Context: an optimization exercise on an open-source flow, tuned for small area. The choices shown serve that exercise and are no tape-out recipe. Only simulation tests tie the RTL to the original design; equivalence was not proved. Power figures rest on the tool's default switching activity, not on a simulated workload.

==> flow/design.v (excerpt) <==
module core(
    input clk, reset, flush,
    output [25:0] mem_addr,
    input [127:0] mem_rdata,
    output [25:0] mem_waddr,
    output [127:0] mem_wdata,
    output mem_we
);
    wire [31:0] instruction_to_decode;
    wire [31:0] PCnext_to_decode;
    wire [31:0] RegAdata_to_alu, RegBdata_to_alu;
    wire [31:0] lower_half_instruction_to_alu;
    wire WB_EN_TO_ALU, MEM_R_EN_TO_ALU, MEM_W_EN_TO_ALU, ALU_REG_DEST_TO_ALU;
    wire [31:0] PC_TO_ALU;
    wire [4:0] regD_reg_ALU, regD_imme_ALU;
    wire is_BRANCH_TO_ALU;
    wire [1:0] ALU_OP_TO_ALU;
    wire [5:0] FUNCTION_TO_ALU;
    wire [4:0] reg_s, reg_t;
    wire MEM_TO_REG_TO_ALU;
    wire [31:0] regDdata_to_mem, regBdata_to_mem;
    wire zero_to_mem;
    wire WB_EN_TO_MEM, MEM_R_EN_TO_MEM, MEM_W_EN_TO_MEM;
    wire [31:0] PC_TO_MEM;
    wire is_BRANCH_TO_MEM;
    wire MEM_TO_REG_TO_MEM;
    wire WB_EN_TO_WB;
    wire MEM_TO_REG_TO_WB;
    wire [31:0] alu_result_to_wb;
    wire [31:0] read_data_mem_to_wb;
    wire [31:0] write_data_to_reg;
    wire [4:0] destination_reg;
    wire RegW_en_to_decode;
    wire BRANCH_TO_FETCH;
    wire [31:0] PCNEXT_TO_FETCH;
    wire [4:0] regD_to_wb;
    wire [4:0] regD_to_mem;
    wire is_immediate;
    wire EN_REG_FETCH, EN_REG_DECODE, EN_REG_ALU, EN_REG_MEM;
    wire reqI_cache, read_ready_for_icache, write,written_data_ack;
    wire [127:0] data_to_cache,data_to_mem;
    wire [25:0] reqAddrI_mem;
    wire reqD_cache, reqD_stop,reqD_cache_write;
    wire read_ready_for_dcache;
    wire [25:0] reqAddrD_mem,reqAddrD_write_mem;
    wire block_pipe_data_cache, block_pipe_instr_cache;
  ...
Settings: LEC_CHECK=0, CAP_MARGIN=20, CORE_MARGIN=2, CORE_UTILIZATION=50, CTS_BUF_LIST=sky130_fd_sc_hd__clkbuf_16, CTS_CLUSTER_DIAMETER=80, CTS_CLUSTER_SIZE=20, PLACE_DENSITY=0.6, SLEW_MARGIN=20; clock period 25.0 ns.
standard.sh (not shown) runs the stock make flow with config.mk's settings and CLKGATE_MAP_FILE= SYNTH_SCRIPT=/design/flow/synth_recipe.tcl, a recipe that flattens the netlist after the stock synthesis.
==> flow/flow/run.sh <==
#!/bin/bash
# The standard layout (the standard.sh, unchanged synthesis and steps),
# with two choices of how cells are picked:
#  - port buffers use the smallest buffer cell instead of a delay cell;
#  - clock tree synthesis inserts no dummy loads, with larger sink clusters
#    and 16x clock buffers.
# Every tool's output goes to the ORFS logs under orfs/logs; the make output
# as a whole is kept in flow_run.log.
set -o pipefail
export BUFFER_PORTS_ARGS="-buffer_cell sky130_fd_sc_hd__buf_1"
export CTS_ARGS="-sink_clustering_enable -repair_clock_nets -dont_use_dummy_load -buf_list sky130_fd_sc_hd__clkbuf_16 -sink_clustering_size 25 -sink_clustering_max_diameter 90"
bash standard.sh 2>&1 | tee flow_run.log
Next try:
- CORE_UTILIZATION: 50 -> 62
- PLACE_DENSITY: 0.6 -> 0.7
Core utilization increases by 12 points. Power drops by 0.82%. Flip-flop and latch count is unchanged. Area after synthesis stays the same. Wire length came out lower by 4.1%.
Next try:
--- a/flow/flow/run.sh
+++ b/flow/flow/run.sh
@@ -11 +11 @@
-export CTS_ARGS="-sink_clustering_enable -repair_clock_nets -dont_use_dummy_load -buf_list sky130_fd_sc_hd__clkbuf_16 -sink_clustering_size 25 -sink_clustering_max_diameter 90"
+export CTS_ARGS="-sink_clustering_enable -repair_clock_nets -dont_use_dummy_load -buf_list sky130_fd_sc_hd__clkbuf_16 -sink_clustering_size 20 -sink_clustering_max_diameter 80"
- CORE_UTILIZATION: 62 -> 50
- PLACE_DENSITY: 0.7 -> 0.6
- total power increases by 4.4%
- final area increases by 1.5%
- first-iteration DRC count decreases by 15%
- core utilization decreases by 12 points

Another version of the RTL of core (not shown whole).
Size in the first run: ~10000 cells after synthesis, roughly 3200 flip-flops, roughly 310 I/O pins, roughly 140000 um2 of cells after synthesis.
clock: 25.0 ns
lec_check: 0
cap_margin: 20
core_margin: 2
core_utilization: 50
cts_buf_list: sky130_fd_sc_hd__clkbuf_16
cts_cluster_diameter: 80
cts_cluster_size: 20
place_density: 0.6
slew_margin: 20
run.sh (not shown) runs the stock make flow with config.mk's settings and CLKGATE_MAP_FILE= SYNTH_SCRIPT=/design/flow/synth_recipe.tcl, a recipe that flattens the netlist after the stock synthesis.
Stock flow here: none of the scripts above is used.
Next try:
==> flow/flow/run.sh (new file) <==
#!/bin/bash
# The standard layout (the standard.sh, unchanged synthesis and steps),
# with two choices of how cells are picked:
#  - port buffers use the smallest buffer cell instead of a delay cell;
#  - clock tree synthesis inserts no dummy loads, with larger sink clusters
#    and 16x clock buffers.
# Every tool's output goes to the ORFS logs under orfs/logs; the make output
# as a whole is kept in flow_run.log.
set -o pipefail
export BUFFER_PORTS_ARGS="-buffer_cell sky130_fd_sc_hd__buf_1"
export CTS_ARGS="-sink_clustering_enable -repair_clock_nets -dont_use_dummy_load -buf_list sky130_fd_sc_hd__clkbuf_16 -sink_clustering_size 20 -sink_clustering_max_diameter 80"
bash standard.sh 2>&1 | tee flow_run.log
==> flow/standard.sh (new file) <==
#!/bin/bash
# synth_recipe.tcl (not shown) runs the flow's synth.tcl, then flattens the netlist and writes it again
# the make line also repeats each setting of config.mk as NAME=value (left out here)
make -C /OpenROAD-flow-scripts/flow DESIGN_CONFIG=/design/flow/config.mk WORK_HOME=/design/flow/orfs CLKGATE_MAP_FILE= SYNTH_SCRIPT=/design/flow/synth_recipe.tcl "${@:-finish}"
removed: flow/run.sh
- non-clock buffer count came out lower by 20
- cell area drops by 1.8%
- total power shrinks by 2.5%
- clock skew barely changes
- sequential power barely changes
- synthesized area is unchanged
- clock power went down by about 7%

[what the ideal ports hide]
How much do the figures lean on ideal ports? The routed layouts below were timed once more, with nothing changed but the port constraints.
Step 1: set_driving_cell puts a clkbuf_16 on clk and a buf_2 on each other input, an assumption about the parent block.
Step 2, shift: input delay + t, output delay - t, t = (earliest + latest rising clock arrival at the registers) / 2. This alone moves slack from input paths to output paths.
a / b / c = ideal / step 1 / step 2; a / b = the first two.
run	t, ns	slack for setup (ns)	worst setup path after step 2	worst slew at a driven data input, ns
the first run of note 1	0.978	8.302 / 8.302 / 8.302	register to register	0.15
the second run of note 1	0.959	8.235 / 8.235 / 8.235	register to register	0.15
the third run of note 1	1.010	8.258 / 8.258 / 8.258	register to register	0.15
the first run of note 2	1.051	12.760 / 12.855 / 11.803	input to register	0.24
the second run of note 2	1.012	12.710 / 12.782 / 11.770	input to register	0.26
After both steps every run listed still meets setup and hold. For the first run of note 2, which loses most, drivers alone change the setup slack by +0.095 ns; drivers and shift together by -0.957 ns.
